From an optimization exercise on the open Yosys and OpenROAD flow, aimed at small area; shortcuts taken in it are not production practice. Function was checked by simulation only, so behaviour that the tests miss may differ from the original. Power and IR drop assume default switching activity.

$ cat flow/design.v
module datapath (datapath_in, vsel, asel, bsel, loada, loadb, loadc, loads,
                 writenum, write, readnum, clk, ALUop, shift, datapath_out, status);
  input  [15:0] datapath_in;
  input  [0:0]  vsel, asel, bsel, loada, loadb, loadc, loads;
  input  [2:0]  writenum;
  input  [0:0]  write;
  input  [2:0]  readnum;
  input  [0:0]  clk;
  input  [1:0]  ALUop;
  input  [1:0]  shift;
  output [15:0] datapath_out;
  output [0:0]  status;
  reg [15:0] R0, R1, R2, R3, R4, R5, R6, R7, A, B, C;
  reg        S;
  assign datapath_out = C;
  assign status = S;
  wire [7:0]  we, rs;
  wire [15:0] data_in;
  wire [15:0] rf, bb, alu, p, g;
  wire [16:0] cy;
  wire        zero;
  wire        t0, t1, t2, t03, nbi, sub, andop;
  wire [2:0] wn, rn;
  genvar k;
  generate
    for (k = 0; k < 3; k = k + 1) begin : dinv
      dp_inv iw (.a(writenum[k]), .y(wn[k]));
      dp_inv ir (.a(readnum[k]), .y(rn[k]));
    end
    for (k = 0; k < 8; k = k + 1) begin : dec
      dp_and4 dw (.a(write[0]), .b(k & 4 ? writenum[2] : wn[2]), .c(k & 2 ? writenum[1] : wn[1]),
                  .d(k & 1 ? writenum[0] : wn[0]), .y(we[k]));
      dp_and3 dr (.a(k & 4 ? readnum[2] : rn[2]), .b(k & 2 ? readnum[1] : rn[1]),
                  .c(k & 1 ? readnum[0] : rn[0]), .y(rs[k]));
    end
  endgenerate
  dp_ctl  ctl  (.ALUop(ALUop), .bsel(bsel[0]), .shift(shift), .t0(t0), .t1(t1),
                .t2(t2), .t03(t03), .nbi(nbi), .sub(sub), .andop(andop));
  always @(posedge clk) begin
    if (we[0]) R0 <= data_in;
    if (we[1]) R1 <= data_in;
    if (we[2]) R2 <= data_in;
    if (we[3]) R3 <= data_in;
    if (we[4]) R4 <= data_in;
    if (we[5]) R5 <= data_in;
    if (we[6]) R6 <= data_in;
    if (we[7]) R7 <= data_in;
    if (loada) A <= rf;
    if (loadb) B <= rf;
    if (loadc) C <= alu;
    if (loads) S <= zero;
  end
  assign cy[0] = sub;
  genvar i;
  generate
    for (i = 0; i < 16; i = i + 1) begin : sl
      wire dn;
      dp_mux2i dm (.a0(C[i]), .a1(datapath_in[i]), .s(vsel[0]), .y(dn));
      dp_inv   di (.a(dn), .y(data_in[i]));
      wire y1, y2;
      dp_aoi222 ra (.a1(rs[0]), .a2(R0[i]), .b1(rs[1]), .b2(R1[i]), .c1(rs[2]), .c2(R2[i]), .y(y1));
      dp_aoi222 rb (.a1(rs[3]), .a2(R3[i]), .b1(rs[4]), .b2(R4[i]), .c1(rs[5]), .c2(R5[i]), .y(y2));
      dp_rdtail rc (.y1(y1), .y2(y2), .a1(rs[6]), .a2(R6[i]), .b1(rs[7]), .b2(R7[i]), .y(rf[i]));
      if (i == 0) begin : b0
        wire ns;
        dp_aoi22 sa (.a1(t0), .a2(B[0]), .b1(t2), .b2(B[1]), .y(ns));
        dp_immx  sb (.ns(ns), .nbi(nbi), .d(datapath_in[0]), .sub(sub), .bb(bb[0]));
      end else if (i < 5) begin : imm
        wire ns;
        dp_aoi222 sa (.a1(t0), .a2(B[i]), .b1(t1), .b2(B[i-1]), .c1(t2), .c2(B[i+1]), .y(ns));
        dp_immx   sb (.ns(ns), .nbi(nbi), .d(datapath_in[i]), .sub(sub), .bb(bb[i]));
      end else if (i < 15) begin : mid
        dp_opb ob (.t0(t0), .t1(t1), .t2(t2), .b(B[i]), .bl(B[i-1]), .br(B[i+1]),
                   .sub(sub), .bb(bb[i]));
      end else begin : hi
        dp_opb15 ob (.t03(t03), .t1(t1), .b(B[15]), .bl(B[14]), .sub(sub), .bb(bb[15]));
      end
      wire xn;
      dp_nand2 an (.a(asel[0]), .b(A[i]), .y(xn));
      if (i % 2 == 0) begin : ev
        dp_xnor2 pp (.a(xn), .b(bb[i]), .y(p[i]));
        dp_and3  gg (.a(asel[0]), .b(A[i]), .c(bb[i]), .y(g[i]));
        dp_sum0  sm (.p(p[i]), .ci(cy[i]), .g(g[i]), .andop(andop), .r(alu[i]));
      end else begin : od
        dp_xor2  pp (.a(xn), .b(bb[i]), .y(p[i]));
        dp_nand3 gg (.a(asel[0]), .b(A[i]), .c(bb[i]), .y(g[i]));
        wire sn;
        dp_sn1   sx (.p0(p[i-1]), .g0(g[i-1]), .pn1(p[i]), .ci(cy[i-1]), .sn(sn));
        dp_mux2i sm (.a0(sn), .a1(g[i]), .s(andop), .y(alu[i]));
        if (i < 15) begin : cc
          dp_cy2 cy2 (.p0(p[i-1]), .g0(g[i-1]), .pn1(p[i]), .gn1(g[i]), .ci(cy[i-1]),
                      .co(cy[i+1]));
        end
      end
    end
  endgenerate
  dp_zero zr (.r(alu), .zero(zero));
endmodule
module dp_ctl (input [1:0] ALUop, input bsel, input [1:0] shift,
               output t0, t1, t2, t03, nbi, sub, andop);
  wire pass = ALUop[1] & ALUop[0];
  wire e = bsel & ~pass;
  assign t0 = e & ~shift[1] & ~shift[0];
  assign t1 = e & ~shift[1] & shift[0];
  assign t2 = e & shift[1];
  assign t03 = e & ~(shift[1] ^ shift[0]);
  assign nbi = ~bsel & ~pass;
  assign sub = ~ALUop[1] & ALUop[0];
  assign andop = ALUop[1] & ~ALUop[0];
endmodule
module dp_aoi222 (input a1, a2, b1, b2, c1, c2, output y);
  assign y = ~((a1 & a2) | (b1 & b2) | (c1 & c2));
endmodule
module dp_aoi22 (input a1, a2, b1, b2, output y);
  assign y = ~((a1 & a2) | (b1 & b2));
endmodule
module dp_rdtail (input y1, y2, a1, a2, b1, b2, output y);
  assign y = ~(y1 & y2 & ~((a1 & a2) | (b1 & b2)));
endmodule
module dp_immx (input ns, nbi, d, sub, output bb);
  wire nbin = ns & ~(nbi & d);
  assign bb = ~(nbin ^ sub);
endmodule
module dp_opb (input t0, t1, t2, b, bl, br, sub, output bb);
  wire nbin = ~((t0 & b) | (t1 & bl) | (t2 & br));
  assign bb = ~(nbin ^ sub);
endmodule
module dp_opb15 (input t03, t1, b, bl, sub, output bb);
  wire nbin = ~((t03 & b) | (t1 & bl));
  assign bb = ~(nbin ^ sub);
endmodule
module dp_nand2 (input a, b, output y);
  assign y = ~(a & b);
endmodule
module dp_nand3 (input a, b, c, output y);
  assign y = ~(a & b & c);
endmodule
module dp_and3 (input a, b, c, output y);
  assign y = a & b & c;
endmodule
module dp_xor2 (input a, b, output y);
  assign y = a ^ b;
endmodule
module dp_xnor2 (input a, b, output y);
  assign y = ~(a ^ b);
endmodule
module dp_sum0 (input p, ci, g, andop, output r);
  assign r = andop ? g : (p ^ ci);
endmodule
module dp_sn1 (input p0, g0, pn1, ci, output sn);
  wire c1n = ~(g0 | (p0 & ci));
  assign sn = ~(pn1 ^ c1n);
endmodule
module dp_cy2 (input p0, g0, pn1, gn1, ci, output co);
  wire c1n = ~(g0 | (p0 & ci));
  assign co = ~(gn1 & (pn1 | c1n));
endmodule
module dp_inv (input a, output y);
  assign y = ~a;
endmodule
module dp_and4 (input a, b, c, d, output y);
  assign y = a & b & c & d;
endmodule
module dp_mux2i (input a0, a1, s, output y);
  assign y = ~(s ? a1 : a0);
endmodule
module dp_zero (input [15:0] r, output zero);
  assign zero = ~|r;
endmodule
$ cat flow/run.sh
#!/bin/bash
# synth_recipe.tcl (not shown) runs the flow's synth.tcl, then flattens the netlist and writes it again
# the make line also repeats each setting of config.mk as NAME=value (left out here)
make -C /OpenROAD-flow-scripts/flow DESIGN_CONFIG=/design/flow/config.mk WORK_HOME=/design/flow/orfs CLKGATE_MAP_FILE= SYNTH_SCRIPT=/design/flow/synth_recipe.tcl finish
$ cat flow/config.mk
export PLATFORM = sky130hd
export DESIGN_NAME = datapath
export DESIGN_NICKNAME = datapath
export VERILOG_FILES = /design/flow/design.v
export SDC_FILE = /design/flow/constraint.sdc
export NUM_CORES = 4
export LEC_CHECK = 0
export CAP_MARGIN = 20
export CORE_MARGIN = 2
export CORE_UTILIZATION = 40
export SLEW_MARGIN = 20
export SYNTH_HIERARCHICAL = 1
$ cat flow/constraint.sdc
create_clock -name core_clock -period 5.0 [get_ports {clk}]
set_input_delay 1.0000 -clock core_clock [delete_from_list [all_inputs] [get_ports {clk}]]
set_output_delay 1.0000 -clock core_clock [all_outputs]
set_load 0.01 [all_outputs]
==> qor.txt, run 1 <==
Outcome -> complete, no violations
Cell Rows -> 49
Primary FF master, synth -> edfxtp_1
Fillers -> 1,493
Final setup fails -> 0
Hpwl dp -> 11,350 um
Adder-Cell Fraction of Synth Area -> 0%
Max clock buf depth -> 2
FMAX -> 0.2197 GHz
Per-cell routed wire length -> 21.43 um
Worst path depth -> 26
Most frequent cell after synthesis -> edfxtp_1
#FFs+latches synth -> 177
CP Capture Point -> S
Routed wire length -> 17,270 um
Compound-Gate Fraction of Synth Area -> 11.69%
Num Clock Sinks -> 177
Pleak -> 3.232 nW
Post-route total power -> 3.674 mW
Die X-Extent -> 139.9 um
Post-DP Area -> 0.008499 mm2
Setup ws final -> 0.4481 ns
H-tree depth -> 4
Tmin final -> 4.552 ns
Vias in the first global route -> 4,542
Slew of the pin with the lowest slew margin -> 1.069 ns
IO buf count -> 51
CP startpoint -> ALUop[0]
CP arrival -> 4.85 ns
Diode count -> 0
Setup CP Type -> input pin to register
R2r endpoint -> S
Worst Hold Class -> register to register
Worst Path Required -> 5.30 ns
MaxCap Viol Count -> 0
ANT nets after route -> 0
Initial antenna violation count -> 0
Core Region -> 0.01802 mm2
Max-slew violation count -> 0
Crit-path max FO -> 4
Top cells by area, synth -> edfxtp_1 72%, a222oi_1 6.2%, xnor2_1 4.7%
Gp weighted congestion -> 0.7674
Met3 Use GR -> 3.145%
DP Cell Count -> 773
R2R setup slack -> 1.09 ns
Ratio of cells with drive above 1 in the final layout -> 18.20%
PwrDens -> 399.4 mW/mm2
Post-CTS Hold Fix Bufs -> 0
Pre-CTS setup slack -> -0.2743 ns
Synth Area in XOR/XNOR -> 5.810%
First-pass GRT wire length -> 26,170 um
TritonCTS Buffers -> 17
Multiplexer share of the synthesized area -> 3.252%
Syn Area/Cell -> 16.16 um2
Dominant cell type by area after synthesis -> edfxtp_1
Cell mode on critical path -> o21ai_2
Synth warn -> 7
Sequential element share of the synthesized area -> 71.95%
GR peak layer -> met2
I/O Pins -> 52
Mapped Cells -> 457
Buf/Inv on CP -> 2
RSZ-0062 raised after global routing -> false
Synthesized area -> 0.007387 mm2
Type of origin of the critical path -> input pin
Tcrit/Tclk final -> 91.04%
Asr flop ratio synth -> 0%
Grt total ovfl -> 0
Clock Skews -> 0.007885 ns
Non-filler instance count after layout -> 806
R2r worst-path depth -> 22
Slowest stage cell, crit path -> a21bo_4
Largest family of logic cells by synthesized area -> compound AO/OA/AOI/OAI gates
Final nets -> 600
Vias per inst -> 5.725
Maximum vdd drop -> 247.6 uV
Endpoint class of the critical path -> register
Pin count of the biggest net entering global routing -> 30
Hold WS -> 0.5919 ns
Rel. slew slack -> 28.54%
Final Hold Viols -> 0
Syn Nets -> 492
Synth unique cells -> 23
Final instance area -> 0.009200 mm2
Grt met1 use -> 24.30%
Slowest cell delay on critical path -> 0.25 ns
Layout Utilization -> 51.04%
Starting Density -> 40.98%
Clock root cell -> clkbuf_16
M2 GR Usage -> 29.81%
Die height -> 139.9 um
Delay-heaviest family, CP -> compound AO/OA/AOI/OAI gates
Setup TNS Final -> 0 ns
Tot GR Track Use -> 17.88%
Worst skew pair latency -> 0.42 ns
Die ar. -> 0.01957 mm2
1st-iter DRT viols -> 483
Synth cell count leaders -> 177 x edfxtp_1, 46 x a222oi_1, 40 x xnor2_1
Reg clk slew, reported paths -> 0.07 ns
CTS tree -> yes
Drt pass-1 iters -> 7
Area growth syn-to-layout -> 24.54%
Via count -> 4,614
Simple-gate share of the synthesized area -> 6.131%
DRC Markers -> 0
Number of synthesized flops with an enable pin -> 177
Post-synth top area share -> 71.95%
RR Startpoint -> B[1]
-- Yosys stat by module (local to each module, per instance), a selection --
module	cell area, um2	cells inside	flops+latches	copies in the design
datapath	5315	177	177	1
dp_and4	8.758	1	0	8
dp_aoi222	10.01	1	0	36
dp_ctl	72.57	10	0	1
dp_immx	20.02	2	0	5
dp_nand2	3.754	1	0	16
dp_opb	18.77	2	0	10
dp_rdtail	12.51	2	0	16
dp_sn1	17.52	2	0	8
dp_xnor2	8.758	1	0	8
dp_xor2	8.758	1	0	8
dp_zero	33.78	5	0	1
-- worst register-to-register path: stages, from the launching register on --
cell and delay (ns):
edfxtp_1 0.43, a222oi_1 0.35, a21boi_2 0.25, xnor2_2 0.09, xor2_1 0.17, o21ai_2 0.16, a21oi_2 0.08, o21ai_2 0.17
a21oi_2 0.08, o21ai_2 0.18, a21oi_2 0.08, o21ai_2 0.18, a21oi_2 0.08, o21ai_2 0.18, a21oi_2 0.08, o21ai_2 0.19
a21oi_2 0.08, o21ai_2 0.19, buf_4 0.13, xnor2_1 0.10, o21ai_1 0.09, nor4_1 0.24, and4_1 0.21
-- per-layer routing --
layer | wire length (um) | vias to the layer above | share of wire [%]
met2 | 8718 | 145 | 50
met3 | 902 | 12 | 5.2
met1 | 7450 | 2337 | 43
met4 | 197 | 0 | 1.1
met5 | 0 | - | 0
li1 | - | 2120 | -
-- placed cells by master (no fill, tap or decap), types with 2 or more instances in the layout --
master	instances
edfxtp_1	177
a222oi_1	46
clkdlybuf4s50_1	46
xnor2_1	37
buf_4	37
nand2_1	24
mux2i_1	24
nand3_1	24
inv_1	23
clkbuf_16	17
a22oi_1	16
and3_1	15
a21oi_2	14
xor2_1	9
and4_1	9
o21ai_1	8
o21ai_2	7
dlymetal6s2s_1	5
a21boi_2	4
nor4_1	4
xnor2_2	3
clkinv_2	3
bufinv_16	3
inv_6	3
a21oi_1	2
a22oi_2	2
inv_8	2
-- logic make-up after synthesis --
kind of cell	count (synthesis)
mux	24
simple gates	83
flops	177
compound gates	101
xor+xnor	49
buf+inv	23
-- where the power goes --
group | internal [mW] | leakage, nW | switching, mW | total [mW]
sequential | 1.76 | 1.66 | 0.0396 | 1.80
clock | 0.797 | 0.302 | 0.563 | 1.36
combinational | 0.235 | 1.27 | 0.283 | 0.518
-- layout make-up --
class                      count  area (um2)  area share (%)
multi-input combinational    257        2092           22.74
clock inverter                13       178.9           1.945
clock buffer                  18       429.2           4.665
sequential                   177        5315           57.77
inverter                      23       86.33          0.9384
tap                          229       286.5           3.114
timing repair buffer          89       812.0           8.826
-- worst min path at each step --
stage,startpoint,endpoint,slack (ns),cells after the start
after floorplan,R4[0],A[0],0.53,2
after global placement,R4[7],A[7],0.57,2
after detailed placement,R6[4],B[4],0.58,2
after CTS,R6[4],A[4],0.59,2
after global routing,R4[15],B[15],0.62,2
final,R6[4],A[4],0.59,2
-- what timing repair did --
item,in CTS,in global routing
resized for setup,0,18
setup endpoints to repair,0,3
buffers inserted,0,2
==> inputs of run 2 (changes only) <==
--- a/flow/config.mk
+++ b/flow/config.mk
@@ -8,5 +8,8 @@
 export CAP_MARGIN = 20
 export CORE_MARGIN = 2
 export CORE_UTILIZATION = 40
+export CTS_CLUSTER_DIAMETER = 100
+export CTS_CLUSTER_SIZE = 50
+export GPL_TIMING_DRIVEN = 0
 export SLEW_MARGIN = 20
 export SYNTH_HIERARCHICAL = 1
==> run 2 against run 1 <==
- core utilization decreased by 0.32 points
- wire length fell by 1.6%
- sequential power about the same
- fmax is 3.6% lower
- final cell count down 1.2%
- power up 0.74%
- die area unchanged
- register-to-register slack about the same
==> qor.txt, run 2 <==
Outcome -> complete, no violations
RR Startpoint -> B[1]
Rel. slew slack -> 28.60% (+0.060 points)
Per-cell routed wire length -> 21.34 um (-0.40%)
Mapped Cells -> 457 (unchanged)
Worst Hold Path Cells -> 2 (unchanged)
Setup TNS Final -> 0 ns (unchanged)
Most frequent cell after synthesis -> edfxtp_1
Slew of the pin with the lowest slew margin -> 1.068 ns (-0.0008972 ns)
Syn Area/Cell -> 16.16 um2 (unchanged)
Final Hold Viols -> 0 (unchanged)
Worst Hold Class -> register to register
IO buf count -> 51 (unchanged)
Die height -> 139.9 um (unchanged)
Post-CTS Hold Fix Bufs -> 0 (unchanged)
Final setup fails -> 0 (unchanged)
1st-iter DRT viols -> 611 (+27%)
Post-DP Area -> 0.008244 mm2 (-3.0%)
Num Clock Sinks -> 177 (unchanged)
Die ar. -> 0.01957 mm2 (unchanged)
Vias per inst -> 5.675 (-0.87%)
Synth cell count leaders -> 177 x edfxtp_1, 46 x a222oi_1, 40 x xnor2_1
Hold Path End -> B[5]
Vias in the first global route -> 4,532 (-0.22%)
Maximum vdd drop -> 251.7 uV (+1.7%)
Gp weighted congestion -> 0.7538 (-1.8%)
Sequential element share of the synthesized area -> 71.95% (unchanged)
MaxCap Viol Count -> 0 (unchanged)
Clock Skews -> 0.01380 ns (+0.005920 ns)
First-pass GRT wire length -> 25,940 um (-0.87%)
TritonCTS Buffers -> 17 (unchanged)
Fillers -> 1,494 (+0.067%)
Starting Density -> 40.98% (unchanged)
Area growth syn-to-layout -> 23.76%
ANT nets after route -> 0 (unchanged)
Layout Utilization -> 50.72% (-0.32 points)
Setup CP Type -> input pin to register
Clock root cell -> clkbuf_16
Hpwl dp -> 10,770 um (-5.1%)
PwrDens -> 404.9 mW/mm2 (+1.4%)
Tcrit/Tclk final -> 94.41% (+3.4 points)
Most frequent cells in the layout -> 177 x edfxtp_1, 46 x a222oi_1, 45 x clkdlybuf4s50_1
Synth unique cells -> 23 (unchanged)
Drt pass-1 iters -> 5 (-2)
Max-slew violation count -> 0 (unchanged)
Core Region -> 0.01802 mm2 (unchanged)
Top cells by area, synth -> edfxtp_1 72%, a222oi_1 6.2%, xnor2_1 4.7%
Syn Nets -> 492 (unchanged)
H-tree depth -> 4 (unchanged)
Initial antenna violation count -> 0 (unchanged)
Worst skew pair latency -> 0.42 ns (about the same)
Final instance area -> 0.009143 mm2 (-0.63%)
Die X-Extent -> 139.9 um (unchanged)
Final nets -> 589 (-1.8%)
Tmin final -> 4.721 ns (+0.1686 ns)
Ratio of cells with drive above 1 in the final layout -> 17.28% (-0.91 points)
Post-synth top area share -> 71.95% (unchanged)
Routed wire length -> 16,990 um (-1.6%)
Tot GR Track Use -> 17.82% (-0.052 points)
Primary FF master, synth -> edfxtp_1
Dominant cell type by area after synthesis -> edfxtp_1
Asr flop ratio synth -> 0% (unchanged)
Via count -> 4,517 (-2.1%)
R2R setup slack -> 1.10 ns (about the same)
Endpoint class of the critical path -> register
Hold WS -> 0.5847 ns (-0.007140 ns)
Post-route total power -> 3.702 mW (+0.74%)
Grt total ovfl -> 0 (unchanged)
Pleak -> 3.173 nW (-1.9%)
R2r endpoint -> S
Crit-path max FO -> 4 (unchanged)
FF+latch area -> 0.005315 mm2 (unchanged)
Multi-input logic area -> 0.002106 mm2 (+0.66%)
Commonest non-fill, non-tap cell in the layout -> edfxtp_1
CP arrival -> 5.00 ns (+0.15 ns)
Type of origin of the critical path -> input pin
Worst Path Required -> 5.28 ns (-0.02 ns)
Worst min-delay path startpoint -> R4[5]
Cell Rows -> 49 (unchanged)
Max clock buf depth -> 2 (unchanged)
I/O Pins -> 52 (unchanged)
Synthesized area -> 0.007387 mm2 (unchanged)
CTS tree -> yes
DRC Markers -> 0 (unchanged)
FMAX -> 0.2118 GHz (-3.6%)
R2r worst-path depth -> 21 (-4.5%)
Reg clk slew, reported paths -> 0.07 ns (about the same)
Synth warn -> 7 (unchanged)
Pin count of the biggest net entering global routing -> 33 (+10%)
Number of synthesized flops with an enable pin -> 177 (unchanged)
Diode count -> 0 (unchanged)
#FFs+latches synth -> 177 (unchanged)
[run 2: worst max path at each step]
stage                        start  endpoint
after floorplan            bsel[0]         S
after global placement     bsel[0]         S
after detailed placement  ALUop[0]         S
after CTS                 ALUop[0]         S
after global routing       bsel[0]         S
final                      bsel[0]         S
[run 2: per-stage QoR]
step                      setup slack (ns)  std cells
after floorplan                    -0.2770        457
after global placement              -1.379        737
after detailed placement            -1.479        738
after CTS                         0.005111        790
after global routing              -0.01134        796
final                               0.2795        796
[run 2: critical path, stage by stage]
cell and delay, ns:
clkdlybuf4s15_1 0.19, a21bo_4 0.28, nor3_4 0.22, buf_6 0.14, a22oi_2 0.07, a21boi_2 0.17
xnor2_2 0.23, and3_4 0.22, a21oi_1 0.05, o21ai_2 0.22, a21oi_2 0.08, o21ai_2 0.15
a21oi_2 0.08, o21ai_2 0.16, a21oi_2 0.07, o21ai_2 0.17, a21oi_2 0.08, o21ai_2 0.16
a21oi_2 0.08, o21ai_2 0.16, a21oi_2 0.08, o21ai_2 0.20, xnor2_1 0.14, o21ai_1 0.11
nor4_1 0.28, and4_1 0.21
[run 2: final cells by class]
| type | count | area share [%] |
|---|---|---|
| Multi-Input combinational cell | 257 | 23.03 |
| Inverter | 23 | 0.9443 |
| Sequential cell | 177 | 58.14 |
| Timing Repair Buffer | 78 | 7.855 |
| Clock inverter | 14 | 2.203 |
| Clock buffer | 18 | 4.694 |
| Tap cell | 229 | 3.134 |
[run 2: metal layers]
| metal | global-route usage, % | wire length (um) | share of wire, % |
|---|---|---|---|
| met1 | 22.32 | 6982 | 41 |
| met2 | 29.14 | 8265 | 49 |
| met3 | 4.034 | 1020 | 6.0 |
| met4 | 9.263 | 716 | 4.2 |
| met5 | 0 | 0 | 0 |
[run 2: per-module statistics from Yosys (local to each module, per instance), a selection]
| module | times used | cells | flip-flops and latches | cell area [um2] |
|---|---|---|---|---|
| dp_rdtail | 16 | 2 | 0 | 12.51 |
| dp_and4 | 8 | 1 | 0 | 8.758 |
| dp_nand3 | 8 | 1 | 0 | 5.005 |
| dp_inv | 22 | 1 | 0 | 3.754 |
| dp_opb15 | 1 | 2 | 0 | 21.27 |
| dp_ctl | 1 | 10 | 0 | 72.57 |
| dp_zero | 1 | 5 | 0 | 33.78 |
[run 2: timing repair]
item	CTS	global route
pin swaps	23	21
gates resized for setup	17	10
setup endpoints to repair	5	3
setup buffers	20	6
[run 2: cells by family (layout without fill, tap and decap cells)]
group                     Yosys count  count (layout)  share of synthesized area [%]
DFF                               177             177                          71.95
AOI/OAI and AO/OA                 101             101                          11.69
and+or+nand+nor                    83              83                          6.132
xor gates and xnor gates           49              49                          5.810
muxes                              24              24                          3.252
buffers and inverters              23             133                          1.169
[run 2: power by group]
group | switching (mW) | total [mW] | internal (mW)
sequential | 0.0391 | 1.80 | 1.76
clock | 0.551 | 1.40 | 0.848
combinational | 0.282 | 0.505 | 0.223
==> inputs of run 3 (changes only) <==
--- a/flow/config.mk
+++ b/flow/config.mk
@@ -8,8 +8,7 @@
 export CAP_MARGIN = 20
 export CORE_MARGIN = 2
 export CORE_UTILIZATION = 40
-export CTS_CLUSTER_DIAMETER = 100
-export CTS_CLUSTER_SIZE = 50
+export CTS_BUF_LIST = sky130_fd_sc_hd__clkbuf_8
 export GPL_TIMING_DRIVEN = 0
 export SLEW_MARGIN = 20
 export SYNTH_HIERARCHICAL = 1
==> run 3 against run 2 <==
- design area shrank 2.1%
- critical path depth decreased by 1
- power is 9.1% lower
- largest cell class unchanged
- still clean on timing, DRC and antenna
- critical path type unchanged
- critical endpoint unchanged
==> qor.txt, run 3 <==
Comb pwr share -> 15.0% (+1.3 points)
Slew of the pin with the lowest slew margin -> 1.070 ns (+0.002357 ns)
Final Hold Viols -> 0 (unchanged)
I/O Pins -> 52 (unchanged)
Worst min-delay path startpoint -> R4[8]
Switching Power -> 0.8322 mW (-4.7%)
IO buf count -> 51 (unchanged)
Vias per inst -> 5.686 (+0.20%)
Tmin final -> 4.754 ns (+0.03314 ns)
Setup CP Type -> input pin to register
Die ar. -> 0.01957 mm2 (unchanged)
Tcrit/Tclk final -> 95.07% (+0.66 points)
Slowest stage cell, crit path -> a222oi_1
Drt pass-1 iters -> 8 (+3)
Clock Skews -> 0.006929 ns (-0.006875 ns)
Worst skew pair latency -> 0.44 ns (+0.02 ns)
Buf/Inv on CP -> 2 (unchanged)
Delay-heaviest family, CP -> compound AO/OA/AOI/OAI gates
Asr flop ratio synth -> 0% (unchanged)
Rel. slew slack -> 28.44% (-0.16 points)
Outcome -> complete, no violations
Worst Hold Class -> register to register
Core Region -> 0.01802 mm2 (unchanged)
Most frequent cell after synthesis -> edfxtp_1
Area growth syn-to-layout -> 21.16%
TritonCTS Buffers -> 17 (unchanged)
Max-slew violation count -> 0 (unchanged)
Synth unique cells -> 23 (unchanged)
Grt total ovfl -> 0 (unchanged)
Pin count of the biggest net entering global routing -> 33 (unchanged)
Multi-input logic area -> 0.002106 mm2 (unchanged)
Crit-path max FO -> 4 (unchanged)
Post-synth top area share -> 71.95% (unchanged)
Post-DP Area -> 0.008244 mm2 (unchanged)
Cell Rows -> 49 (unchanged)
Initial antenna violation count -> 0 (unchanged)
Pleak -> 3.090 nW (-2.6%)
1st-iter DRT viols -> 602 (-1.5%)
Primary FF master, synth -> edfxtp_1
Dominant cell type by area after synthesis -> edfxtp_1
Die height -> 139.9 um (unchanged)
Fillers -> 1,518 (+1.6%)
Tot GR Track Use -> 17.82% (unchanged)
Via count -> 4,526 (+0.20%)
Clock network fraction of design power -> 31.7% (-6.1 points)
Hpwl dp -> 10,770 um (unchanged)
Sequential element share of the synthesized area -> 71.95% (unchanged)
Maximum vdd drop -> 183.6 uV (-27%)
Type of origin of the critical path -> input pin
Max clock buf depth -> 2 (unchanged)
H-tree depth -> 4 (unchanged)
Per-cell routed wire length -> 21.33 um (about the same)
Vias in the first global route -> 4,533 (+0.022%)
Final nets -> 589 (unchanged)
Synthesized area -> 0.007387 mm2 (unchanged)
Ratio of cells with drive above 1 in the final layout -> 17.28% (unchanged)
First-pass GRT wire length -> 26,090 um (+0.56%)
Num Clock Sinks -> 177 (unchanged)
Diode count -> 0 (unchanged)
Mapped Cells -> 457 (unchanged)
Synth cell count leaders -> 177 x edfxtp_1, 46 x a222oi_1, 40 x xnor2_1
Number of synthesized flops with an enable pin -> 177 (unchanged)
CTS tree -> yes
Endpoint class of the critical path -> register
Top cells by area, synth -> edfxtp_1 72%, a222oi_1 6.2%, xnor2_1 4.7%
Final instance area -> 0.008950 mm2 (-2.1%)
Most frequent cells in the layout -> 177 x edfxtp_1, 46 x a222oi_1, 45 x clkdlybuf4s50_1
Routed wire length -> 16,980 um (about the same)
MaxCap Viol Count -> 0 (unchanged)
Worst Path Required -> 5.31 ns (+0.03 ns)
#FFs+latches synth -> 177 (unchanged)
Gp weighted congestion -> 0.7538 (unchanged)
CP startpoint -> bsel[0]
FMAX -> 0.2104 GHz (-0.70%)
Internal power -> 2.532 mW (-10%)
FF+latch area -> 0.005315 mm2 (unchanged)
Sequential power share -> 53.3% (+4.8 points)
Final setup fails -> 0 (unchanged)
Syn Area/Cell -> 16.16 um2 (unchanged)
Clock root cell -> clkbuf_8
Reg clk slew, reported paths -> 0.09 ns (+0.02 ns)
CP arrival -> 5.07 ns (+0.07 ns)
Die X-Extent -> 139.9 um (unchanged)
DRC Markers -> 0 (unchanged)
RR Startpoint -> B[1]
Syn Nets -> 492 (unchanged)
Non-filler instance count after layout -> 796 (unchanged)
Post-route total power -> 3.365 mW (-9.1%)
Post-CTS Hold Fix Bufs -> 0 (unchanged)
DP Cell Count -> 738 (unchanged)
Starting Density -> 40.98% (unchanged)
Synth warn -> 7 (unchanged)
Slowest cell delay on critical path -> 0.32 ns (+0.04 ns)
Cell mode on critical path -> o21ai_2
PwrDens -> 375.9 mW/mm2 (-7.2%)
ANT nets after route -> 0 (unchanged)
Sw frac -> 24.73% (+1.2 points)
Commonest non-fill, non-tap cell in the layout -> edfxtp_1
-- run 3: worst paths after layout --
check | end | slack [ns] | cells after the start
max | S | 0.25 | 25
max reg2reg | S | 1.06 | 21
min | B[8] | 0.58 | 2
min reg2reg | B[8] | 0.58 | 2
-- run 3: cells by family (layout without fill, tap and decap cells) --
family,Yosys count,count (layout),share of synthesized area [%]
buffers and inverters,23,133,1.169
DFF,177,177,71.95
xor gates and xnor gates,49,49,5.810
and+or+nand+nor,83,83,6.132
muxes,24,24,3.252
AOI/OAI and AO/OA,101,101,11.69
-- run 3: layout make-up --
class                   count  share of cell area [%]
flip-flops and latches    177                   59.39
multi-input cells         257                   23.53
repair buffers             78                   8.011
well taps                 229                   3.201
clock buffers              17                   2.614
clock inverters            15                   2.293
inverters                  23                  0.9646
-- run 3: worst min-delay path, stage by stage (launching register included) --
cell and delay, ns:
edfxtp_1 0.33, a222oi_1 0.06, nand3_1 0.09
-- run 3: power groups by stage --
stage | clock network [mW] | logic, mW | registers (mW)
after floorplan | 0 | 0.257 | 1.82
after global placement | 0 | 0.434 | 1.83
after detailed placement | 0 | 0.449 | 1.83
after CTS | 1.09 | 0.491 | 1.79
after global routing | 1.15 | 0.549 | 1.80
final | 1.07 | 0.504 | 1.79
-- run 3: Yosys stat by module, one instance, submodules excluded, a selection --
| module | copies in the design | flops+latches |
|---|---|---|
| dp_xnor2 | 8 | 0 |
| dp_aoi222 | 36 | 0 |
| dp_nand2 | 16 | 0 |
| dp_cy2 | 7 | 0 |
| dp_ctl | 1 | 0 |
| dp_opb | 10 | 0 |
| dp_nand3 | 8 | 0 |
| dp_sn1 | 8 | 0 |
| dp_aoi22 | 1 | 0 |
| datapath | 1 | 177 |
| dp_mux2i | 24 | 0 |
| dp_and3 | 16 | 0 |
| dp_immx | 5 | 0 |
-- run 3: metal layers --
metal | routed length, um | part of all wire (%) | GRT usage (%) | up-vias
met1 | 7099 | 42 | 22.97 | 2263
met5 | 0 | 0 | 0 | -
met2 | 8673 | 51 | 30.58 | 152
met4 | 301 | 1.8 | 6.000 | 0
met3 | 908 | 5.3 | 3.282 | 17
li1 | - | - | - | 2094
-- run 3: repair_timing --
action                     4_1_cts  5_1_grt
gates cloned                     0        0
buffers inserted                20        6
pin swaps                       23       19
setup endpoints to repair        5        2
resized for setup               17        9
-- run 3: metrics by stage --
| stage | hold slack, ns | setup slack (ns) | utilization, % | TNS (ns) |
|---|---|---|---|---|
| floorplan | 0.5349 | -0.2770 | - | -0.2770 |
| global placement | 0.5662 | -1.379 | 45.64 | -5.355 |
| detailed placement | 0.5720 | -1.479 | 45.74 | -6.195 |
| CTS | 0.5895 | 0.04795 | 49.29 | 0 |
| global route | 0.6114 | -0.005087 | 49.65 | -0.005087 |
| finish | 0.5835 | 0.2463 | 49.65 | 0 |
==> inputs of run 4 (changes only) <==
--- a/flow/config.mk
+++ b/flow/config.mk
@@ -7,7 +7,7 @@
 export LEC_CHECK = 0
 export CAP_MARGIN = 20
 export CORE_MARGIN = 2
-export CORE_UTILIZATION = 40
+export CORE_UTILIZATION = 60
 export CTS_BUF_LIST = sky130_fd_sc_hd__clkbuf_8
 export GPL_TIMING_DRIVEN = 0
 export SLEW_MARGIN = 20
==> run 4 against run 3 <==
- fmax is 0.21% lower
- wire length is 4.0% lower
- still clean on timing, DRC and antenna
- highest routed layer unchanged
- critical path depth is 2 higher
- core utilization is 24 points higher
==> qor.txt, run 4 <==
Outcome -> complete, no violations
Cell mode on critical path -> o21ai_2
MaxCap Viol Count -> 0 (unchanged)
Drt pass-1 iters -> 6 (-2)
Mapped Cells -> 457 (unchanged)
Worst Path Required -> 5.23 ns (-0.08 ns)
DRC Markers -> 0 (unchanged)
Pleak -> 3.055 nW (-1.1%)
ANT nets after route -> 0 (unchanged)
Pin count of the biggest net entering global routing -> 33 (unchanged)
Syn Area/Cell -> 16.16 um2 (unchanged)
Primary FF master, synth -> edfxtp_1
Commonest non-fill, non-tap cell in the layout -> edfxtp_1
Per-cell routed wire length -> 23.00 um (+7.8%)
Crit-path max FO -> 13 (+9)
Max clock buf depth -> 2 (unchanged)
Core Region -> 0.01201 mm2 (-33%)
Clock root cell -> clkbuf_8
Top cells by area, synth -> edfxtp_1 72%, a222oi_1 6.2%, xnor2_1 4.7%
Syn Nets -> 492 (unchanged)
Sequential element share of the synthesized area -> 71.95% (unchanged)
#FFs+latches synth -> 177 (unchanged)
PwrDens -> 378.3 mW/mm2 (+0.62%)
Diode count -> 0 (unchanged)
Tot GR Track Use -> 25.79% (+8.0 points)
Slowest stage cell, crit path -> a222oi_1
Final setup fails -> 0 (unchanged)
Vias in the first global route -> 4,355 (-3.9%)
Worst Hold Class -> register to register
Num Clock Sinks -> 177 (unchanged)
Slew of the pin with the lowest slew margin -> 1.080 ns (+0.009943 ns)
DP Cell Count -> 656 (-11%)
Die X-Extent -> 115.0 um (-18%)
Synth warn -> 7 (unchanged)
Met3 Use GR -> 4.850% (+1.6 points)
Gp weighted congestion -> 0.7852 (+4.2%)
FMAX -> 0.2099 GHz (-0.21%)
Tmin final -> 4.764 ns (+0.01003 ns)
Most frequent cell after synthesis -> edfxtp_1
Fillers -> 753 (-50%)
Slowest cell delay on critical path -> 0.31 ns (about the same)
Final Hold Viols -> 0 (unchanged)
Hpwl dp -> 10,140 um (-5.8%)
Max-slew violation count -> 0 (unchanged)
Final nets -> 584 (-0.85%)
Reg clk slew, reported paths -> 0.10 ns (about the same)
Synthesized area -> 0.007387 mm2 (unchanged)
Non-filler instance count after layout -> 709 (-11%)
First-pass GRT wire length -> 24,120 um (-7.6%)
Starting Density -> 61.50% (+21 points)
Clock Skews -> 0.01123 ns (+0.004303 ns)
Post-synth top area share -> 71.95% (unchanged)
Endpoint class of the critical path -> register
Via count -> 4,568 (+0.93%)
Cell Rows -> 40 (-18%)
Grt met1 use -> 35.04% (+12 points)
M2 GR Usage -> 42.35% (+12 points)
Area growth syn-to-layout -> 19.55%
Asr flop ratio synth -> 0% (unchanged)
GR peak layer -> met2
1st-iter DRT viols -> 674 (+12%)
Tcrit/Tclk final -> 95.27% (+0.20 points)
Vias per inst -> 6.443 (+13%)
Synth unique cells -> 23 (unchanged)
Setup TNS Final -> 0 ns (unchanged)
Type of origin of the critical path -> input pin
Rel. slew slack -> 27.77% (-0.66 points)
Number of synthesized flops with an enable pin -> 177 (unchanged)
Initial antenna violation count -> 0 (unchanged)
I/O Pins -> 52 (unchanged)
Routed wire length -> 16,310 um (-4.0%)
Setup CP Type -> input pin to register
H-tree depth -> 4 (unchanged)
CP arrival -> 5.00 ns (-0.07 ns)
Maximum vdd drop -> 362.0 uV (+97%)
Die ar. -> 0.01322 mm2 (-32%)
Grt total ovfl -> 0 (unchanged)
Dominant cell type by area after synthesis -> edfxtp_1
TritonCTS Buffers -> 17 (unchanged)
Post-CTS Hold Fix Bufs -> 0 (unchanged)
CTS tree -> yes
Worst skew pair latency -> 0.47 ns (+0.03 ns)
Most frequent cells in the layout -> 177 x edfxtp_1, 46 x a222oi_1, 45 x clkdlybuf4s50_1
Ratio of cells with drive above 1 in the final layout -> 17.44% (+0.15 points)
Synth cell count leaders -> 177 x edfxtp_1, 46 x a222oi_1, 40 x xnor2_1
IO buf count -> 51 (unchanged)
Die height -> 115.0 um (-18%)
-- run 4: critical path, delay by kind of cell --
kind                      cells  cell delay, ns
and+or+nand+nor               2            0.30
muxes                         1            0.11
buffers and inverters         6            0.95
xor gates and xnor gates      2            0.32
AOI/OAI and AO/OA            16            2.31
-- run 4: layer usage --
metal,vias to the layer above,wire length (um)
met5,-,0
met4,0,227
li1,2082,-
met1,2256,6698
met3,20,1160
met2,210,8223
-- run 4: area by class of cell --
class / instances / area [um2] / share of cell area [%]
clock buffer: 17 / 234.0 / 2.649
clock inverter: 15 / 212.7 / 2.409
tap: 147 / 183.9 / 2.083
timing repair buffer: 73 / 679.4 / 7.693
inverter: 23 / 86.33 / 0.9776
sequential: 177 / 5315 / 60.19
multi-input combinational: 257 / 2120 / 24.00
-- run 4: path summary, 6_finish.rpt --
path | start | to | slack (ns) | cells past startpoint
hold reg to reg | R4[4] | A[4] | 0.58 | 2
hold / removal | R4[4] | A[4] | 0.58 | 2
setup / recovery | bsel[0] | C[15] | 0.24 | 27
setup reg to reg | B[1] | C[15] | 1.08 | 23
-- run 4: cell families (layout without fill, tap and decap cells) --
group           count (synthesis)  count (layout)  synth area share (%)
flops                         177             177                 71.95
compound gates                101             101                 11.69
simple gates                   83              83                 6.132
xor+xnor                       49              49                 5.810
mux                            24              24                 3.252
buf+inv                        23             128                 1.169
-- run 4: power breakdown --
part	internal, mW	switching [mW]	total (mW)
combinational	0.218	0.282	0.500
sequential	1.76	0.0393	1.79
clock	0.477	0.569	1.05
-- run 4: what timing repair did --
action,4_1_cts,5_1_grt
resized for setup,15,14
setup buffers,16,5
pin swaps,18,19
endpoints found under the setup margin,5,2
-- run 4: per-stage QoR --
step	hold slack [ns]	util [%]	power (mW)	instance area, um2	setup WS, ns
2_1_floorplan	0.5349	-	2.081	7430	-0.2770
3_3_place_gp	0.5510	67.64	2.252	8124	-1.430
3_5_place_dp	0.5604	67.75	2.270	8138	-1.520
4_1_cts	0.5652	72.92	3.339	8758	0.06757
5_1_grt	0.6192	73.52	3.467	8831	-0.04533
6_report	0.5802	73.52	3.340	8831	0.2363
-- run 4: modules after synthesis (local to each module, per instance), a selection --
module     area [um2]  times used  cells inside  flops+latches
dp_nand2        3.754          16             1              0
dp_aoi222       10.01          36             1              0
dp_cy2          10.01           7             2              0
dp_and3         6.256          16             1              0
dp_mux2i        10.01          24             1              0
dp_nand3        5.005           8             1              0
dp_sum0         17.52           8             3              0
dp_xnor2        8.758           8             1              0
dp_opb15        21.27           1             2              0
dp_inv          3.754          22             1              0
dp_zero         33.78           1             5              0
dp_immx         20.02           5             2              0
dp_aoi22        12.51           1             1              0
==> inputs of run 5 (changes only) <==
--- a/flow/config.mk
+++ b/flow/config.mk
@@ -5,10 +5,11 @@
 export SDC_FILE = /design/flow/constraint.sdc
 export NUM_CORES = 4
 export LEC_CHECK = 0
-export CAP_MARGIN = 20
+export CAP_MARGIN = 0
 export CORE_MARGIN = 2
 export CORE_UTILIZATION = 60
 export CTS_BUF_LIST = sky130_fd_sc_hd__clkbuf_8
 export GPL_TIMING_DRIVEN = 0
-export SLEW_MARGIN = 20
+export SLEW_MARGIN = 0
 export SYNTH_HIERARCHICAL = 1
+export TNS_END_PERCENT = 0
==> run 5 against run 4 <==
- via count decreased by 0.63%
- worst setup slack improved by 0.051 ns
- synthesized area did not move
- critical path depth down 1
- worst hold slack improved by 0.0083 ns
- global-route usage up 0.51 points
- core utilization down 0.20 points
- largest cell class unchanged
- design area decreased by 0.27%
- synthesized cell count is the same
==> qor.txt, run 5 <==
Outcome -> complete, no violations
Switching Power -> 0.8551 mW (-3.9%)
Internal power -> 2.477 mW (+1.1%)
PwrDens -> 378.4 mW/mm2 (about the same)
Sequential element share of the synthesized area -> 71.95% (unchanged)
Most frequent cells in the layout -> 177 x edfxtp_1, 46 x a222oi_1, 45 x clkdlybuf4s50_1
Synth cell count leaders -> 177 x edfxtp_1, 46 x a222oi_1, 40 x xnor2_1
Clock Skews -> 0.01043 ns (-0.0008013 ns)
Via count -> 4,539 (-0.63%)
Synth warn -> 7 (unchanged)
Setup CP Type -> input pin to register
Mapped Cells -> 457 (unchanged)
Diode count -> 0 (unchanged)
Top cells by area, synth -> edfxtp_1 72%, a222oi_1 6.2%, xnor2_1 4.7%
Reg clk slew, reported paths -> 0.09 ns (about the same)
Setup TNS Final -> 0 ns (unchanged)
First-pass GRT wire length -> 24,660 um (+2.3%)
TritonCTS Buffers -> 17 (unchanged)
Per-cell routed wire length -> 23.20 um (+0.84%)
Maximum vdd drop -> 261.2 uV (-28%)
Sequential power share -> 53.9% (+0.2 points)
Type of origin of the critical path -> input pin
1st-iter DRT viols -> 627 (-7.0%)
Max-slew violation count -> 0 (unchanged)
Cell mode on critical path -> o21ai_2
I/O Pins -> 52 (unchanged)
Syn Nets -> 492 (unchanged)
Rel. slew slack -> 29.29% (+1.5 points)
Hold WS -> 0.5885 ns (+0.008273 ns)
Pleak -> 3.060 nW (+0.17%)
Num Clock Sinks -> 177 (unchanged)
Vias per inst -> 6.429 (-0.21%)
Starting Density -> 61.50% (unchanged)
Die height -> 115.0 um (unchanged)
Area growth syn-to-layout -> 19.22%
Delay-heaviest family, CP -> compound AO/OA/AOI/OAI gates
Most frequent cell after synthesis -> edfxtp_1
Comb pwr share -> 14.7% (-0.3 points)
R2R setup slack -> 1.18 ns (+0.10 ns)
CP arrival -> 4.93 ns (-0.07 ns)
#FFs+latches synth -> 177 (unchanged)
Synthesized area -> 0.007387 mm2 (unchanged)
Synth unique cells -> 23 (unchanged)
Worst Hold Class -> register to register
Slowest stage cell, crit path -> nor3_4
Worst Path Required -> 5.22 ns (about the same)
Clock root cell -> clkbuf_8
CTS tree -> yes
Worst skew pair latency -> 0.47 ns (about the same)
FMAX -> 0.2122 GHz (+1.1%)
Final nets -> 581 (-0.51%)
Core Region -> 0.01201 mm2 (unchanged)
R2r endpoint -> S
Commonest non-fill, non-tap cell in the layout -> edfxtp_1
Grt total ovfl -> 0 (unchanged)
Worst Hold Path Cells -> 2 (unchanged)
Clock network fraction of design power -> 31.4% (about the same)
Gp weighted congestion -> 0.7852 (unchanged)
Pin count of the biggest net entering global routing -> 33 (unchanged)
CP startpoint -> bsel[0]
Vias in the first global route -> 4,480 (+2.9%)
IO buf count -> 51 (unchanged)
R2r worst-path depth -> 22 (-4.3%)
Max clock buf depth -> 2 (unchanged)
Cell Rows -> 40 (unchanged)
Post-route total power -> 3.332 mW (-0.24%)
Endpoint class of the critical path -> register
Drt pass-1 iters -> 7 (+1)
Worst path depth -> 26 (-3.7%)
Tot GR Track Use -> 26.30% (+0.51 points)
Die ar. -> 0.01322 mm2 (unchanged)
Crit-path max FO -> 4 (-9)
Routed wire length -> 16,380 um (+0.41%)
DRC Markers -> 0 (unchanged)
H-tree depth -> 4 (unchanged)
Number of synthesized flops with an enable pin -> 177 (unchanged)
Post-CTS Hold Fix Bufs -> 0 (unchanged)
Initial antenna violation count -> 0 (unchanged)
Primary FF master, synth -> edfxtp_1
MaxCap Viol Count -> 0 (unchanged)
Tcrit/Tclk final -> 94.25% (-1.0 points)
Post-synth top area share -> 71.95% (unchanged)
Ratio of cells with drive above 1 in the final layout -> 16.82% (-0.62 points)
Final Hold Viols -> 0 (unchanged)
Worst min-delay path startpoint -> R4[8]
Die X-Extent -> 115.0 um (unchanged)
Slowest cell delay on critical path -> 0.32 ns (about the same)
Slew of the pin with the lowest slew margin -> 1.057 ns (-0.02261 ns)
Asr flop ratio synth -> 0% (unchanged)
Hold Path End -> B[8]
Hpwl dp -> 10,120 um (-0.22%)
Tmin final -> 4.712 ns (-0.05141 ns)
RR Startpoint -> B[1]
ANT nets after route -> 0 (unchanged)
Final setup fails -> 0 (unchanged)
Dominant cell type by area after synthesis -> edfxtp_1
Sw frac -> 25.66% (-0.99 points)
Buf/Inv on CP -> 1 (-5)
Syn Area/Cell -> 16.16 um2 (unchanged)
-- run 5: cell counts after synthesis --
Identical to the previous run, type by type.
-- run 5: final cells by class --
class | instances | area, um2
clock inverters | 15 | 195.2
flip-flops and latches | 177 | 5315
fillers | 756 | 3204
inverters | 23 | 86.33
multi-input cells | 257 | 2120
well taps | 147 | 183.9
repair buffers | 70 | 673.1
clock buffers | 17 | 234.0
-- run 5: cells by family after synthesis --
family	count (synthesis)	synth area share, %
flip-flops	177	71.95
buffers and inverters	23	1.169
AO/OA/AOI/OAI	101	11.69
AND/OR/NAND/NOR	83	6.132
multiplexers	24	3.252
XOR/XNOR	49	5.810
-- run 5: worst min-delay path, cell delays in order, from the launching register on --
cell	delay, ns
edfxtp_1	0.33
a222oi_1	0.06
nand3_1	0.09
-- run 5: power by group through the flow --
stage / combinational (mW) / clock [mW] / sequential (mW)
finish: 0.491 / 1.05 / 1.79
global route: 0.534 / 1.13 / 1.80
CTS: 0.485 / 1.07 / 1.79
detailed placement: 0.446 / 0 / 1.83
global placement: 0.428 / 0 / 1.82
floorplan: 0.257 / 0 / 1.82
-- run 5: what timing repair did --
item,CTS,global route
pin swaps,19,13
setup endpoints to repair,5,2
buffers inserted,17,1
gates resized for setup,18,10
-- run 5: worst max-delay path by stage --
stage / end / slack (ns)
global route: S / -0.03
detailed placement: S / -1.53
CTS: S / 0.006
finish: S / 0.29
floorplan: S / -0.28
global placement: S / -1.43
-- run 5: metal layers --
metal | track usage (%) | part of all wire [%] | wire length [um]
met1 | 34.95 | 41 | 6716
met2 | 43.33 | 50 | 8263
met3 | 6.747 | 7.7 | 1262
met4 | 8.193 | 0.82 | 134
met5 | 0 | 0 | 0
-- run 5: through the flow --
step / cell area (um2) / setup WS (ns) / util (%) / std cells
finish: 8807 / 0.2877 / 73.32 / 706
detailed placement: 8154 / -1.529 / 67.89 / 656
global route: 8807 / -0.02816 / 73.32 / 706
CTS: 8781 / 0.006009 / 73.10 / 705
global placement: 8124 / -1.430 / 67.64 / 655
floorplan: 7430 / -0.2770 / - / 457
-- run 5: Yosys stat by module (local to each module, per instance), excerpt --
module,times used,area [um2],cells,flops+latches
dp_inv,22,3.754,1,0
dp_xor2,8,8.758,1,0
dp_nand2,16,3.754,1,0
datapath,1,5315,177,177
dp_cy2,7,10.01,2,0
dp_immx,5,20.02,2,0
dp_rdtail,16,12.51,2,0
dp_sn1,8,17.52,2,0
dp_xnor2,8,8.758,1,0
dp_sum0,8,17.52,3,0
dp_opb,10,18.77,2,0
dp_aoi222,36,10.01,1,0
dp_and4,8,8.758,1,0
dp_nand3,8,5.005,1,0
dp_mux2i,24,10.01,1,0
dp_ctl,1,72.57,10,0
==> inputs of run 6 (changes only) <==
==> flow/config.mk (replaced) <==
export PLATFORM = sky130hd
export DESIGN_NAME = datapath
export DESIGN_NICKNAME = datapath
export VERILOG_FILES = /design/flow/design.v
export SDC_FILE = /design/flow/constraint.sdc
export NUM_CORES = 4
export LEC_CHECK = 0
export CAP_MARGIN = 20
export CORE_MARGIN = 2
export CORE_UTILIZATION = 40
export CTS_BUF_LIST = sky130_fd_sc_hd__clkbuf_4 sky130_fd_sc_hd__clkbuf_8
export GPL_TIMING_DRIVEN = 0
export SLEW_MARGIN = 20
export SYNTH_HIERARCHICAL = 1
==> run 6 against run 5 <==
- clock power is essentially flat
- clock-buffer cell count grew 1
- synthesized cell count unchanged
- first-iteration DRC count decreased by 4.1%
- design area is 1.7% higher
- largest cell class unchanged
- final cell count is 13% higher
- fmax decreased by 0.82%
- worst hold slack worse by 0.0059 ns
- worst setup slack got worse by 0.039 ns
- synthesized area did not move
- critical path depth decreased by 1
- core utilization shrank 24 points
- still clean on timing, DRC and antenna
==> qor.txt, run 6 <==
Post-synth top area share -> 71.95% (unchanged)
Final setup fails -> 0 (unchanged)
Hold Path End -> B[8]
Worst Hold Path Cells -> 2 (unchanged)
Final Hold Viols -> 0 (unchanged)
Synthesized area -> 0.007387 mm2 (unchanged)
Worst Hold Class -> register to register
Post-DP Area -> 0.008244 mm2 (+1.1%)
Clock Skews -> 0.007150 ns (-0.003281 ns)
Top cells by area, synth -> edfxtp_1 72%, a222oi_1 6.2%, xnor2_1 4.7%
Reg clk slew, reported paths -> 0.09 ns (about the same)
MaxCap Viol Count -> 0 (unchanged)
Type of origin of the critical path -> input pin
Crit-path max FO -> 4 (unchanged)
Via count -> 4,522 (-0.37%)
Vias per inst -> 5.681 (-12%)
Slew of the pin with the lowest slew margin -> 1.066 ns (+0.008556 ns)
Rel. slew slack -> 28.71% (-0.57 points)
Internal power -> 2.540 mW (+2.5%)
Tmin final -> 4.751 ns (+0.03896 ns)
Post-route total power -> 3.370 mW (+1.1%)
Commonest non-fill, non-tap cell in the layout -> edfxtp_1
Core Region -> 0.01802 mm2 (+50%)
R2R setup slack -> 1.07 ns (-0.11 ns)
R2r worst-path depth -> 21 (-4.5%)
Final instance area -> 0.008954 mm2 (+1.7%)
Primary FF master, synth -> edfxtp_1
Grt total ovfl -> 0 (unchanged)
Initial antenna violation count -> 0 (unchanged)
IO buf count -> 51 (unchanged)
Comb pwr share -> 15.0% (+0.3 points)
Final nets -> 589 (+1.4%)
Layout Utilization -> 49.67% (-24 points)
Tcrit/Tclk final -> 95.02% (+0.78 points)
Dominant cell type by area after synthesis -> edfxtp_1
Met3 Use GR -> 3.282% (-3.5 points)
Cell Rows -> 49 (+23%)
Num Clock Sinks -> 177 (unchanged)
Sequential power share -> 53.2% (-0.7 points)
Synth unique cells -> 23 (unchanged)
Die height -> 139.9 um (+22%)
Number of synthesized flops with an enable pin -> 177 (unchanged)
Tot GR Track Use -> 17.82% (-8.5 points)
Endpoint class of the critical path -> register
Post-CTS Hold Fix Bufs -> 0 (unchanged)
Drt pass-1 iters -> 7 (unchanged)
Syn Area/Cell -> 16.16 um2 (unchanged)
Setup TNS Final -> 0 ns (unchanged)
PwrDens -> 376.4 mW/mm2 (-0.52%)
CTS tree -> yes
Asr flop ratio synth -> 0% (unchanged)
I/O Pins -> 52 (unchanged)
Hpwl dp -> 10,770 um (+6.4%)
Mapped Cells -> 457 (unchanged)
DRC Markers -> 0 (unchanged)
Routed wire length -> 16,960 um (+3.5%)
Die X-Extent -> 139.9 um (+22%)
Worst Path Required -> 5.31 ns (+0.09 ns)
Most frequent cells in the layout -> 177 x edfxtp_1, 46 x a222oi_1, 45 x clkdlybuf4s50_1
Vias in the first global route -> 4,533 (+1.2%)
Diode count -> 0 (unchanged)
Clock network fraction of design power -> 31.8% (+0.4 points)
H-tree depth -> 4 (unchanged)
ANT nets after route -> 0 (unchanged)
Die ar. -> 0.01957 mm2 (+48%)
FMAX -> 0.2105 GHz (-0.82%)
Ratio of cells with drive above 1 in the final layout -> 17.46% (+0.64 points)
Max-slew violation count -> 0 (unchanged)
RR Startpoint -> B[1]
First-pass GRT wire length -> 26,090 um (+5.8%)
Starting Density -> 40.98% (-21 points)
Setup CP Type -> input pin to register
Pleak -> 3.089 nW (+0.95%)
Sequential element share of the synthesized area -> 71.95% (unchanged)
Worst skew pair latency -> 0.44 ns (-0.03 ns)
1st-iter DRT viols -> 601 (-4.1%)
CP arrival -> 5.06 ns (+0.13 ns)
#FFs+latches synth -> 177 (unchanged)
Pin count of the biggest net entering global routing -> 33 (unchanged)
Maximum vdd drop -> 183.0 uV (-30%)
TritonCTS Buffers -> 17 (unchanged)
Most frequent cell after synthesis -> edfxtp_1
Outcome -> complete, no violations
Synth cell count leaders -> 177 x edfxtp_1, 46 x a222oi_1, 40 x xnor2_1
Per-cell routed wire length -> 21.30 um (-8.2%)
GR peak layer -> met2
Synth warn -> 7 (unchanged)
Clock root cell -> clkbuf_8
Gp weighted congestion -> 0.7538 (-4.0%)
M2 GR Usage -> 30.58% (-13 points)
R2r endpoint -> S
Grt met1 use -> 22.97% (-12 points)
Worst min-delay path startpoint -> R4[8]
Hold WS -> 0.5826 ns (-0.005909 ns)
Max clock buf depth -> 2 (unchanged)
Area growth syn-to-layout -> 21.21%
Sw frac -> 24.64% (-1.0 points)
Syn Nets -> 492 (unchanged)
Switching Power -> 0.8306 mW (-2.9%)
## run 6: cell counts after synthesis
No cell type changed its count.
## run 6: cells by family after synthesis
group / count (synthesis) / share of synthesized area, %
flops: 177 / 71.95
mux: 24 / 3.252
xor+xnor: 49 / 5.810
simple gates: 83 / 6.132
buf+inv: 23 / 1.169
compound gates: 101 / 11.69
## run 6: power by group through the flow
stage	Combinational [mW]	Clock [mW]	Sequential, mW
finish	0.504	1.07	1.79
detailed placement	0.449	0	1.83
global placement	0.434	0	1.83
global route	0.549	1.16	1.80
CTS	0.491	1.10	1.79
floorplan	0.257	0	1.82
## run 6: metal layers
layer  share of wire, %  routed length (um)
met1                 41                7029
met2                 51                8672
met3                5.6                 945
met4                1.8                 310
met5                  0                   0
## run 6: cell type report
cell class	instances	area [um2]
clock buffers	18	241.5
clock inverters	14	201.4
fillers	1518	9071
inverters	23	86.33
multi-input cells	257	2106
flip-flops and latches	177	5315
well taps	229	286.5
repair buffers	78	716.9
## run 6: Yosys stat by module, one instance, submodules excluded, a selection
module | times used | cells inside | cell area, um2
dp_opb15 | 1 | 2 | 21.27
dp_nand3 | 8 | 1 | 5.005
dp_aoi222 | 36 | 1 | 10.01
dp_and4 | 8 | 1 | 8.758
dp_inv | 22 | 1 | 3.754
dp_nand2 | 16 | 1 | 3.754
dp_zero | 1 | 5 | 33.78
dp_aoi22 | 1 | 1 | 12.51
dp_cy2 | 7 | 2 | 10.01
dp_rdtail | 16 | 2 | 12.51
dp_sn1 | 8 | 2 | 17.52
dp_ctl | 1 | 10 | 72.57
dp_xnor2 | 8 | 1 | 8.758
dp_xor2 | 8 | 1 | 8.758
datapath | 1 | 177 | 5315
dp_sum0 | 8 | 3 | 17.52
## run 6: worst max path at each step
stage             start  to  slack, ns  cells past startpoint
6_report        bsel[0]   S       0.25                     25
3_3_place_gp    bsel[0]   S      -1.38                     26
4_1_cts        ALUop[0]   S       0.05                     27
5_1_grt         bsel[0]   S     -0.005                     27
3_5_place_dp   ALUop[0]   S      -1.48                     26
2_1_floorplan   bsel[0]   S      -0.28                     25
## run 6: per-stage QoR
stage	setup WS (ns)	cells
finish	0.2488	796
global route	-0.005087	796
CTS	0.04795	790
detailed placement	-1.479	738
global placement	-1.379	737
floorplan	-0.2770	457
## run 6: timing repair
item,in CTS,in global routing
setup endpoints to repair,5,2
gates resized for setup,17,9
setup buffers,20,6
pin swaps,23,19
## run 6: worst max-delay path: stages
cell,delay [ns]
dlygate4sd2_1,0.24
a21bo_4,0.25
nor3_4,0.07
buf_4,0.16
a222oi_1,0.32
a21boi_2,0.25
xnor2_2,0.09
xor2_1,0.22
o21ai_2,0.22
a21oi_2,0.08
o21ai_2,0.15
a21oi_2,0.08
o21ai_2,0.16
a21oi_2,0.07
o21ai_2,0.17
a21oi_2,0.08
o21ai_2,0.17
a21oi_2,0.08
o21ai_2,0.16
a21oi_2,0.08
o21ai_2,0.20
xnor2_1,0.14
o21ai_1,0.11
nor4_1,0.28
and4_1,0.21
==> inputs of run 7 (changes only) <==
--- a/flow/config.mk
+++ b/flow/config.mk
@@ -8,7 +8,6 @@
 export CAP_MARGIN = 20
 export CORE_MARGIN = 2
 export CORE_UTILIZATION = 40
-export CTS_BUF_LIST = sky130_fd_sc_hd__clkbuf_4 sky130_fd_sc_hd__clkbuf_8
 export GPL_TIMING_DRIVEN = 0
 export SLEW_MARGIN = 20
 export SYNTH_HIERARCHICAL = 1
==> run 7 against run 6 <==
- largest cell class unchanged
- via count down 0.11%
- critical endpoint unchanged
- sequential share of layout area shrank 1.2 points
- core utilization increased by 1.0 points
- clock power grew 31%
- sequential power about the same
- final cell count unchanged
- first-iteration DRC count rose by 1.7%
==> qor.txt, run 7 <==
Mapped Cells -> 457 (unchanged)
Top cells by area, synth -> edfxtp_1 72%, a222oi_1 6.2%, xnor2_1 4.7%
Clock Skews -> 0.01380 ns (+0.006655 ns)
Initial antenna violation count -> 0 (unchanged)
Synth warn -> 7 (unchanged)
Pleak -> 3.173 nW (+2.7%)
Post-DP Area -> 0.008244 mm2 (unchanged)
Setup TNS Final -> 0 ns (unchanged)
Tmin final -> 4.721 ns (-0.03073 ns)
IO buf count -> 51 (unchanged)
Max-slew violation count -> 0 (unchanged)
Die X-Extent -> 139.9 um (unchanged)
Final setup fails -> 0 (unchanged)
Pin count of the biggest net entering global routing -> 33 (unchanged)
Buf/Inv on CP -> 2 (unchanged)
Reg clk slew, reported paths -> 0.07 ns (-0.02 ns)
First-pass GRT wire length -> 25,940 um (-0.55%)
Outcome -> complete, no violations
Vias in the first global route -> 4,532 (-0.022%)
Worst Hold Class -> register to register
Final Hold Viols -> 0 (unchanged)
#FFs+latches synth -> 177 (unchanged)
Primary FF master, synth -> edfxtp_1
DRC Markers -> 0 (unchanged)
Dominant cell type by area after synthesis -> edfxtp_1
Die height -> 139.9 um (unchanged)
I/O Pins -> 52 (unchanged)
1st-iter DRT viols -> 611 (+1.7%)
Worst skew pair latency -> 0.42 ns (-0.02 ns)
Grt total ovfl -> 0 (unchanged)
Comb pwr share -> 13.7% (-1.3 points)
Synth cell count leaders -> 177 x edfxtp_1, 46 x a222oi_1, 40 x xnor2_1
Synthesized area -> 0.007387 mm2 (unchanged)
Most frequent cells in the layout -> 177 x edfxtp_1, 46 x a222oi_1, 45 x clkdlybuf4s50_1
FMAX -> 0.2118 GHz (+0.65%)
Routed wire length -> 16,990 um (+0.17%)
Max clock buf depth -> 2 (unchanged)
Sw frac -> 23.58% (-1.1 points)
Hpwl dp -> 10,770 um (unchanged)
Slew of the pin with the lowest slew margin -> 1.068 ns (+0.001750 ns)
Gp weighted congestion -> 0.7538 (unchanged)
Per-cell routed wire length -> 21.34 um (+0.17%)
TritonCTS Buffers -> 17 (unchanged)
Internal power -> 2.829 mW (+11%)
CP arrival -> 5.00 ns (-0.06 ns)
Worst Path Required -> 5.28 ns (-0.03 ns)
MaxCap Viol Count -> 0 (unchanged)
Switching Power -> 0.8730 mW (+5.1%)
Crit-path max FO -> 4 (unchanged)
Slowest stage cell, crit path -> a21bo_4
Diode count -> 0 (unchanged)
Vias per inst -> 5.675 (-0.11%)
Post-route total power -> 3.702 mW (+9.8%)
Final instance area -> 0.009143 mm2 (+2.1%)
CTS tree -> yes
Syn Nets -> 492 (unchanged)
PwrDens -> 404.9 mW/mm2 (+7.6%)
Final nets -> 589 (unchanged)
Delay-heaviest family, CP -> compound AO/OA/AOI/OAI gates
Cell mode on critical path -> o21ai_2
Cell Rows -> 49 (unchanged)
Sequential power share -> 48.5% (-4.7 points)
Non-filler instance count after layout -> 796 (unchanged)
Sequential element share of the synthesized area -> 71.95% (unchanged)
ANT nets after route -> 0 (unchanged)
Maximum vdd drop -> 251.7 uV (+38%)
Type of origin of the critical path -> input pin
Synth unique cells -> 23 (unchanged)
Syn Area/Cell -> 16.16 um2 (unchanged)
Ratio of cells with drive above 1 in the final layout -> 17.28% (-0.18 points)
Clock root cell -> clkbuf_16
H-tree depth -> 4 (unchanged)
Starting Density -> 40.98% (unchanged)
Endpoint class of the critical path -> register
Commonest non-fill, non-tap cell in the layout -> edfxtp_1
Rel. slew slack -> 28.60% (-0.12 points)
Clock network fraction of design power -> 37.8% (+6.0 points)
Slowest cell delay on critical path -> 0.28 ns (-0.04 ns)
Tcrit/Tclk final -> 94.41% (-0.61 points)
Num Clock Sinks -> 177 (unchanged)
Tot GR Track Use -> 17.82% (unchanged)
Via count -> 4,517 (-0.11%)
Asr flop ratio synth -> 0% (unchanged)
Die ar. -> 0.01957 mm2 (unchanged)
Number of synthesized flops with an enable pin -> 177 (unchanged)
Setup CP Type -> input pin to register
Post-synth top area share -> 71.95% (unchanged)
Core Region -> 0.01802 mm2 (unchanged)
Area growth syn-to-layout -> 23.76%
Drt pass-1 iters -> 5 (-2)
DP Cell Count -> 738 (unchanged)
Most frequent cell after synthesis -> edfxtp_1
[run 7: final cells by class]
type	instances	area [um2]
Sequential cell	177	5315
Timing Repair Buffer	78	718.2
Fill cell	1494	8882
Inverter	23	86.33
Clock inverter	14	201.4
Clock buffer	18	429.2
Tap cell	229	286.5
Multi-Input combinational cell	257	2106
[run 7: cells by family after synthesis]
logic type | count (synthesis) | share of synthesized area (%)
AOI/OAI and AO/OA | 101 | 11.69
xor gates and xnor gates | 49 | 5.810
buffers and inverters | 23 | 1.169
DFF | 177 | 71.95
muxes | 24 | 3.252
and+or+nand+nor | 83 | 6.132
[run 7: path summary, 6_finish.rpt]
path	startpoint	end	slack (ns)	depth (start not counted)
setup / recovery	bsel[0]	S	0.28	26
hold / removal	R4[5]	B[5]	0.58	2
setup reg to reg	B[1]	S	1.10	21
hold reg to reg	R4[5]	B[5]	0.58	2
[run 7: through the flow]
step / utilization (%) / hold WS [ns] / setup slack (ns)
floorplan: - / 0.5349 / -0.2770
global placement: 45.64 / 0.5662 / -1.379
detailed placement: 45.74 / 0.5720 / -1.479
CTS: 50.35 / 0.5853 / 0.005111
global route: 50.72 / 0.6042 / -0.01134
finish: 50.72 / 0.5847 / 0.2795
[run 7: tightest hold or removal path, cell delays in order, from the launching register on]
cell and delay, ns:
edfxtp_1 0.32, a222oi_1 0.06, nand3_1 0.09
[run 7: layer usage]
metal	global-route usage, %	wire, um
met1	22.32	6982
met2	29.14	8265
met3	4.034	1020
met4	9.263	716
met5	0	0
[run 7: power groups by stage]
stage               Combinational (mW)  Clock, mW  Sequential (mW)
floorplan                        0.257          0             1.82
global placement                 0.434          0             1.83
detailed placement               0.449          0             1.83
CTS                              0.491       1.42             1.80
global route                     0.550       1.49             1.80
finish                           0.505       1.40             1.80
[run 7: per-module statistics from Yosys, one instance, submodules excluded, a selection]
| module | cells | area, um2 | copies in the design | flops+latches |
|---|---|---|---|---|
| dp_aoi222 | 1 | 10.01 | 36 | 0 |
| dp_sn1 | 2 | 17.52 | 8 | 0 |
| dp_cy2 | 2 | 10.01 | 7 | 0 |
| dp_xor2 | 1 | 8.758 | 8 | 0 |
| dp_mux2i | 1 | 10.01 | 24 | 0 |
| dp_nand2 | 1 | 3.754 | 16 | 0 |
| datapath | 177 | 5315 | 1 | 177 |
| dp_rdtail | 2 | 12.51 | 16 | 0 |
| dp_sum0 | 3 | 17.52 | 8 | 0 |
[run 7: timing repair]
action                     CTS  global route
setup buffers               20             6
pin swaps                   23            21
setup endpoints to repair    5             3
resized for setup           17            10
hold buffers                 0             0
